Source: an optimization exercise on an open RTL-to-GDS flow (aim: small area, a short achievable clock period and few clock cycles per item). Production flows keep margins and buffers that such runs may drop. RTL that was checked went through simulation tests only; none was proved equivalent to the original. Power and IR drop assume default switching activity.

## run P
## mp_adder
module mp_adder (
    input  wire         iAddSub,
    input  wire         iClk,
    input  wire         iRst,
    input  wire         iStart,
    input  wire [511:0] iOpA,
    input  wire [511:0] iOpB,
    output wire [512:0] oRes,
    output wire         oDone);
clock: 5.0 ns
lec_check: 0
abc_area: 1
cap_margin: 20
core_area: 10 10 550 550
die_area: 0 0 560 560
slew_margin: 20
run.sh (not shown) runs the stock make flow with config.mk's settings and CLKGATE_MAP_FILE= SYNTH_SCRIPT=/design/flow/synth_recipe.tcl, a recipe that flattens the netlist after the stock synthesis.
#### Input delta (run K over run P)
diff --git a/flow/design.v b/flow/design.v
--- a/flow/design.v
+++ b/flow/design.v
@@ -1005,29 +1005,36 @@
             assign ci = 1'b0;
         end else begin : cn
             assign ci = dg[j-1];
         end
         assign d[j*4+1] = ci & p[0] | g[0];
         assign d[j*4+2] = ci & p[0] & p[1] | g[1] | g[0] & p[1];
         assign d[j*4+3] = ci & p[0] & p[1] & p[2] | g[2] | g[1] & p[2] | g[0] & p[1] & p[2];
         assign d[j*4+4] = dg[j];
     end endgenerate
-    reg [511:1] rD;
+    reg [127:1] rD;
     reg        rCout;
+    reg        rSub;
     reg        rDone;
     always @(posedge iClk) begin
-        rD    <= d[511:1];
+        rD    <= {d[508], d[504], d[500], d[496], d[492], d[488], d[484], d[480], d[476], d[472], d[468], d[464], d[460], d[456], d[452], d[448], d[444], d[440], d[436], d[432], d[428], d[424], d[420], d[416], d[412], d[408], d[404], d[400], d[396], d[392], d[388], d[384], d[380], d[376], d[372], d[368], d[364], d[360], d[356], d[352], d[348], d[344], d[340], d[336], d[332], d[328], d[324], d[320], d[316], d[312], d[308], d[304], d[300], d[296], d[292], d[288], d[284], d[280], d[276], d[272], d[268], d[264], d[260], d[256], d[252], d[248], d[244], d[240], d[236], d[232], d[228], d[224], d[220], d[216], d[212], d[208], d[204], d[200], d[196], d[192], d[188], d[184], d[180], d[176], d[172], d[168], d[164], d[160], d[156], d[152], d[148], d[144], d[140], d[136], d[132], d[128], d[124], d[120], d[116], d[112], d[108], d[104], d[100], d[96], d[92], d[88], d[84], d[80], d[76], d[72], d[68], d[64], d[60], d[56], d[52], d[48], d[44], d[40], d[36], d[32], d[28], d[24], d[20], d[16], d[12], d[8], d[4]};
         rCout <= d[512] & ~iAddSub;
+        rSub  <= iAddSub;
         if (iRst) rDone <= 1'b0;
         else      rDone <= iStart;
     end
     wire [511:0] dq;
-    generate for (j = 0; j < 512; j = j + 1) begin : chk
+    wire [511:0] prq = x ^ {512{rSub}};
+    generate for (j = 0; j < 128; j = j + 1) begin : chk
         if (j == 0) begin : c0
             assign dq[0] = 1'b0;
         end else begin : cn
-            assign dq[j*1] = rD[j];
+            assign dq[j*4] = rD[j];
+        end
+        genvar i;
+        for (i = 1; i < 4; i = i + 1) begin : r
+            assign dq[j*4+i] = prq[j*4+i-1] ? dq[j*4+i-1] : iOpB[j*4+i-1];
         end
     end endgenerate
     assign oRes  = {rCout, x ^ dq};
     assign oDone = rDone;
 endmodule
--- outcome ---
- Run K: flow completed, timing, DRC and antenna clean
- Run P completed every stage of the flow, and the final layout passed the timing, design-rule and antenna checks.
- Summary of run K over run P: proportion of final cell area spent on non-clock buffers climbed 1.4 points; routing usage on met1 dropped 2.6 points; cell count after placement dropped 1507; final RePlAce weighted congestion dropped about 2.6%.
- Taking run P as 1.0, run K lands at 0.897 on global-route wire length before repair.
- Wire length down about 9% in run K wrt run P
- Half-perimeter wire length after placement improves in run K relative to run P.
- For post-synthesis instance area, dividing the value from run P by the value from run K gives 1.2.
- [compare] base=run P new=run K: cell area went down, synthesized netlist cell count went down, transition at the pin with the smallest max-transition slack went up, maximum cell stage delay along the critical path went up.
Testbench counts of run K, summed over its fixed seeds: cycles 768, items 384.
No functional check of the RTL was part of run P.

mp_adder, a different RTL version from the one above (not shown whole).
Size: roughly 3600 cells after synthesis, roughly 130 flip-flops, roughly 0.030 mm2 of cells after synthesis.
clock: 5.0 ns
lec_check: 0
cap_margin: 20
core_area: 10 10 460 460
die_area: 0 0 470 470
gpl_timing_driven: 0
setup_slack_margin: 0.8
slew_margin: 20
synth_hierarchical: 1
standard.sh (not shown) runs the stock make flow with config.mk's settings and CLKGATE_MAP_FILE= SYNTH_SCRIPT=/design/flow/synth_recipe.tcl, a recipe that flattens the netlist after the stock synthesis.
==> flow/flow/run.sh <==
#!/bin/bash
# Standard ORFS layout (the standard.sh) with three changes to how it is done:
# - buffer_ports gives every input and output port a buf_1 cell (the resizer
#   still sizes them as timing needs) instead of the cell it picks by default;
# - the ports are placed in bit order round the die edge, each bit's
#   iOpA/iOpB/oRes side by side (flow/pinorder.tcl, before place_pins);
# - before the resize step's repair_design, high-fanout nets get buffer trees
#   built from their sinks' locations (flow/pre_resize.tcl, flow/tree.tcl).
set -euo pipefail
export BUFFER_PORTS_ARGS="-buffer_cell sky130_fd_sc_hd__buf_1"
export PRE_IO_PLACEMENT_TCL="$(pwd)/flow/pinorder.tcl"
export PRE_RESIZE_TCL="$(pwd)/flow/pre_resize.tcl"
bash standard.sh > standard_flow.log 2>&1
Other scripts of this flow, unchanged in this note and not shown: flow/flow/pinorder.tcl, flow/flow/pre_resize.tcl, flow/flow/tree.tcl
Testbench counts at the start, summed over its fixed seeds: cycles 768, items 384.
Next try:
--- a/flow/design.v
+++ b/flow/design.v
@@ -80,32 +80,33 @@
 module mpa_bx (
     input  wire         s,
     input  wire [3:0] b,
     output wire [3:0] bx);
     assign bx = b ^ {4{s}};
 endmodule
 module mpa_xor (
     input  wire [3:0] a, b,
     output wire [3:0] y);
     assign y = a ^ b;
 endmodule
-module mpa_ha (
-    input  wire [3:0] a, b,
+module mpa_pg2 (
+    input  wire s,
+    input  wire [3:0] y, a,
     output wire [3:0] p, g);
-    assign p = a ^ b;
-    assign g = a & b;
+    assign p = y ^ {4{s}};
+    assign g = a & ~p;
 endmodule
 module mpa_and (
     input  wire [3:0] a, b,
     output wire [3:0] y);
-    assign y = a & b;
+    assign y = a & ~b;
 endmodule
 module mpa_gp (
     input  wire [3:0] p, g,
     output wire        G, Pc);
     assign G  = g[3] | g[2] & p[3] | g[1] & p[2] & p[3] | g[0] & p[1] & p[2] & p[3];
     assign Pc = &p;
 endmodule
 module mpa_nd (
     input  wire gh, ph, gl, pl,
     output wire g, p);
     assign g = gh | (ph & gl);
@@ -117,32 +118,32 @@
     assign g = gh | (ph & gl);
 endmodule
 module mp_adder (
     input  wire         iAddSub,
     input  wire         iClk,
     input  wire         iRst,
     input  wire         iStart,
     input  wire [511:0] iOpA,
     input  wire [511:0] iOpB,
     output wire [512:0] oRes,
     output wire         oDone);
-    wire [511:0] bx, p, g, c, sum;
+    wire [511:0] bx, p, g, c, sum;   
     wire [127:0] cg, cp, cc;
     reg  [127:1] rC;      
     reg         rCout;
     reg         rDone;
     wire [127:0] ci = {rC, iAddSub};
     genvar j;
     generate for (j = 0; j < 128; j = j + 1) begin : chunk
-        mpa_bx  u_bx  (.s(iAddSub), .b(iOpB[4*j +: 4]), .bx(bx[4*j +: 4]));
-        mpa_ha  u_pg  (.a(iOpA[4*j +: 4]), .b(bx[4*j +: 4]), .p(p[4*j +: 4]), .g(g[4*j +: 4]));
+        mpa_xor u_y   (.a(iOpA[4*j +: 4]), .b(iOpB[4*j +: 4]), .y(bx[4*j +: 4]));
+        mpa_pg2 u_pg  (.s(iAddSub), .y(bx[4*j +: 4]), .a(iOpA[4*j +: 4]), .p(p[4*j +: 4]), .g(g[4*j +: 4]));
         mpa_gp  u_gp  (.p(p[4*j +: 4]), .g(g[4*j +: 4]), .G(cg[j]), .Pc(cp[j]));
         assign c[4*j] = ci[j];
         mpa_ng  u_c1  (.gh(g[4*j+0]), .ph(p[4*j+0]), .gl(c[4*j+0]), .g(c[4*j+1]));
         mpa_ng  u_c2  (.gh(g[4*j+1]), .ph(p[4*j+1]), .gl(c[4*j+1]), .g(c[4*j+2]));
         mpa_ng  u_c3  (.gh(g[4*j+2]), .ph(p[4*j+2]), .gl(c[4*j+2]), .g(c[4*j+3]));
         mpa_xor u_s   (.a(p[4*j +: 4]), .b(c[4*j +: 4]), .y(sum[4*j +: 4]));
     end endgenerate
     wire G0c;
     mpa_ng n0c (.gh(cg[0]), .ph(cp[0]), .gl(iAddSub), .g(G0c));
     wire G0;
     mpa_ng n0 (.gh(cg[1]), .ph(cp[1]), .gl(G0c), .g(G0));
=> Die area is unchanged. Synthesized cell count came out higher by 29%. Wire length increases by 4.1%. First-iteration DRC count grows by about 50%. Setup slack loses 0.079 ns. Clock power is lower by about 10%. Final area is higher by 6.1%. Cell count went up by about 13%.
Only the layout flow was run in the second run of this note; the RTL was not checked for function there.

Another version of the RTL of mp_adder (not shown whole).
Size: ~4,200 cells after synthesis, about 130 flip-flops, ~1,500 I/O pins, ~31,000 µm² of cells after synthesis.
==> module mpa_bx, before the edit <==
module mpa_bx (
    input  wire         s,
    input  wire [3:0] b,
    output wire [3:0] bx);
    assign bx = b ^ {4{s}};
endmodule
==> module mpa_xor, before the edit <==
module mpa_xor (
    input  wire [3:0] a, b,
    output wire [3:0] y);
    assign y = a ^ b;
endmodule
==> module mpa_and, before the edit <==
module mpa_and (
    input  wire [3:0] a, b,
    output wire [3:0] y);
    assign y = a & b;
endmodule
==> module mpa_cy, before the edit <==
module mpa_cy (
    input  wire        ci,
    input  wire [2:0] p, g,
    output wire [3:0] c);
    assign c[0] = ci;
    assign c[1] = g[0] | (p[0] & c[0]);
    assign c[2] = g[1] | (p[1] & c[1]);
    assign c[3] = g[2] | (p[2] & c[2]);
endmodule
==> module mp_adder, before the edit <==
module mp_adder (
    input  wire         iAddSub,
    input  wire         iClk,
    input  wire         iRst,
    input  wire         iStart,
    input  wire [511:0] iOpA,
    input  wire [511:0] iOpB,
    output wire [512:0] oRes,
    output wire         oDone);
    wire [511:0] bx, p, g, c, sum;
    wire [127:0] cg, cp, cc;
    reg  [127:1] rC;      
    reg         rCout;
    reg         rDone;
    wire [127:0] ci = {rC, iAddSub};
    genvar j;
    generate for (j = 0; j < 128; j = j + 1) begin : chunk
        mpa_bx  u_bx  (.s(iAddSub), .b(iOpB[4*j +: 4]), .bx(bx[4*j +: 4]));
        mpa_xor u_p   (.a(iOpA[4*j +: 4]), .b(bx[4*j +: 4]), .y(p[4*j +: 4]));
        mpa_and u_g   (.a(iOpA[4*j +: 4]), .b(bx[4*j +: 4]), .y(g[4*j +: 4]));
        mpa_gp  u_gp  (.p(p[4*j +: 4]), .g(g[4*j +: 4]), .G(cg[j]), .Pc(cp[j]));
        mpa_cy  u_cy  (.ci(ci[j]), .p(p[4*j +: 3]), .g(g[4*j +: 3]), .c(c[4*j +: 4]));
        mpa_xor u_s   (.a(p[4*j +: 4]), .b(c[4*j +: 4]), .y(sum[4*j +: 4]));
    end endgenerate
    mpa_pfx u_pfx (.cin(iAddSub), .g(cg), .p(cp), .c(cc));
    always @(posedge iClk) begin
        rC    <= cc[126:0];
        rCout <= cc[127] & ~iAddSub;
        if (iRst) rDone <= 1'b0;
        else      rDone <= iStart;
    end
    assign oRes  = {rCout, sum};
    assign oDone = rDone;
endmodule
==> flow/config.mk <==
export PLATFORM = sky130hd
export DESIGN_NAME = mp_adder
export DESIGN_NICKNAME = mp_adder
export VERILOG_FILES = /design/flow/design.v
export SDC_FILE = /design/flow/constraint.sdc
export NUM_CORES = 4
export LEC_CHECK = 0
export CAP_MARGIN = 20
export CORE_AREA = 10 10 550 550
export DIE_AREA = 0 0 560 560
export SLEW_MARGIN = 20
export SYNTH_HIERARCHICAL = 1
==> flow/constraint.sdc <==
create_clock -name core_clock -period 5.0 [get_ports {iClk}]
set_input_delay 1.0000 -clock core_clock [delete_from_list [all_inputs] [get_ports {iClk}]]
set_output_delay 1.0000 -clock core_clock [all_outputs]
set_load 0.01 [all_outputs]
==> flow/flow/run.sh <==
#!/bin/bash
# Standard ORFS layout (the standard.sh), with the port buffers that
# buffer_ports inserts on every input and output made buf_1 cells instead of
# the cell it picks by default; the resizer still sizes them as timing needs.
set -euo pipefail
export BUFFER_PORTS_ARGS="-buffer_cell sky130_fd_sc_hd__buf_1"
bash standard.sh > standard_flow.log 2>&1
Rerun with:
--- a/flow/design.v
+++ b/flow/design.v
@@ -77,21 +77,13 @@
 CLA_8bit_slice cla4(.iA(a[31:24]), .iB(b[31:24]), .iCarry(c3), .oSum(sum[31:24]), .oCarry(cout));
 endmodule
 `timescale 1ns / 1ps
-module mpa_bx (
+module mpa_pg (
     input  wire         s,
-    input  wire [3:0] b,
-    output wire [3:0] bx);
-    assign bx = b ^ {4{s}};
-endmodule
-module mpa_xor (
-    input  wire [3:0] a, b,
-    output wire [3:0] y);
-    assign y = a ^ b;
-endmodule
-module mpa_and (
     input  wire [3:0] a, b,
-    output wire [3:0] y);
-    assign y = a & b;
+    output wire [3:0] p, g);
+    wire [3:0] bx = b ^ {4{s}};
+    assign p = a ^ bx;
+    assign g = a & bx;
 endmodule
 module mpa_gp (
     input  wire [3:0] p, g,
@@ -99,14 +91,17 @@
     assign G  = g[3] | g[2] & p[3] | g[1] & p[2] & p[3] | g[0] & p[1] & p[2] & p[3];
     assign Pc = &p;
 endmodule
-module mpa_cy (
+module mpa_sum (
     input  wire        ci,
-    input  wire [2:0] p, g,
-    output wire [3:0] c);
+    input  wire [3:0] p,
+    input  wire [2:0] g,
+    output wire [3:0] s);
+    wire [3:0] c;
     assign c[0] = ci;
     assign c[1] = g[0] | (p[0] & c[0]);
     assign c[2] = g[1] | (p[1] & c[1]);
     assign c[3] = g[2] | (p[2] & c[2]);
+    assign s = p ^ c;
 endmodule
 module mpa_pfx (
     input  wire        cin,
@@ -1020,7 +1015,7 @@
     input  wire [511:0] iOpB,
     output wire [512:0] oRes,
     output wire         oDone);
-    wire [511:0] bx, p, g, c, sum;
+    wire [511:0] p, g, sum;
     wire [127:0] cg, cp, cc;
     reg  [127:1] rC;      
     reg         rCout;
@@ -1028,12 +1023,9 @@
     wire [127:0] ci = {rC, iAddSub};
     genvar j;
     generate for (j = 0; j < 128; j = j + 1) begin : chunk
-        mpa_bx  u_bx  (.s(iAddSub), .b(iOpB[4*j +: 4]), .bx(bx[4*j +: 4]));
-        mpa_xor u_p   (.a(iOpA[4*j +: 4]), .b(bx[4*j +: 4]), .y(p[4*j +: 4]));
-        mpa_and u_g   (.a(iOpA[4*j +: 4]), .b(bx[4*j +: 4]), .y(g[4*j +: 4]));
+        mpa_pg  u_pg  (.s(iAddSub), .a(iOpA[4*j +: 4]), .b(iOpB[4*j +: 4]), .p(p[4*j +: 4]), .g(g[4*j +: 4]));
         mpa_gp  u_gp  (.p(p[4*j +: 4]), .g(g[4*j +: 4]), .G(cg[j]), .Pc(cp[j]));
-        mpa_cy  u_cy  (.ci(ci[j]), .p(p[4*j +: 3]), .g(g[4*j +: 3]), .c(c[4*j +: 4]));
-        mpa_xor u_s   (.a(p[4*j +: 4]), .b(c[4*j +: 4]), .y(sum[4*j +: 4]));
+        mpa_sum u_sum (.ci(ci[j]), .p(p[4*j +: 4]), .g(g[4*j +: 3]), .s(sum[4*j +: 4]));
     end endgenerate
     mpa_pfx u_pfx (.cin(iAddSub), .g(cg), .p(cp), .c(cc));
     always @(posedge iClk) begin
Sequential share of layout area hardly moves.
Via count is lower by 9.4%.
Die area does not change.
Total power increases by 1.4%.
Hold slack hardly moves.
Sequential cell count stays the same.
Worst setup slack is worse by 0.038 ns.
No functional check of the RTL was part of any run of this note.

[port drivers added, routing unchanged]
The flow's constraints put no driver on any port. The routed layouts listed below were extracted and timed again, unchanged, in two steps. Step 1: set_driving_cell puts a clkbuf_16 on iClk and a buf_2 on each other input, an assumption about the parent block. Step 2 moves the port delays by t, midway between the first and last clock arrival at a register: inputs arrive t later, outputs are due t later. That takes back most of the time a late clock gives input paths. Slacks: ideal ports / drivers / drivers and shift; pairs: ideal ports / drivers.
| run | shift t [ns] | slack for setup (ns) | hold WS [ns] | latest minus earliest clock arrival (ns) | worst slew at a driven data input, ns |
|---|---|---|---|---|---|
| run P | 0.842 | 0.507 / 0.511 / -0.331 | 0.772 / 0.719 / 1.561 | 0.061 / 0.061 | 0.38 |
| run K | 0.641 | 0.200 / 0.090 / -0.043 | 0.962 / 0.906 / 1.547 | 0.033 / 0.033 | 0.44 |
| the first run of note 2 | 0.605 | 0.843 / 0.790 / 0.272 | 0.668 / 0.619 / 1.225 | 0.019 / 0.019 | 0.07 |
| the second run of note 2 | 0.634 | 0.764 / 0.793 / 0.190 | 0.665 / 0.590 / 1.224 | 0.018 / 0.018 | 0.07 |
| the first run of note 3 | 0.651 | 0.094 / 0.126 / -0.526 | 0.614 / 0.583 / 1.235 | 0.032 / 0.033 | 0.43 |
| the second run of note 3 | 0.660 | 0.056 / 0.000 / -0.500 | 0.617 / 0.562 / 1.222 | 0.024 / 0.024 | 0.39 |
With both steps, setup timing fails in run P, run K, the first run of note 3 and the second run of note 3, where it was met with ideal ports. For run P, which loses most, drivers alone change the setup slack by +0.004 ns; drivers and shift together by -0.838 ns.
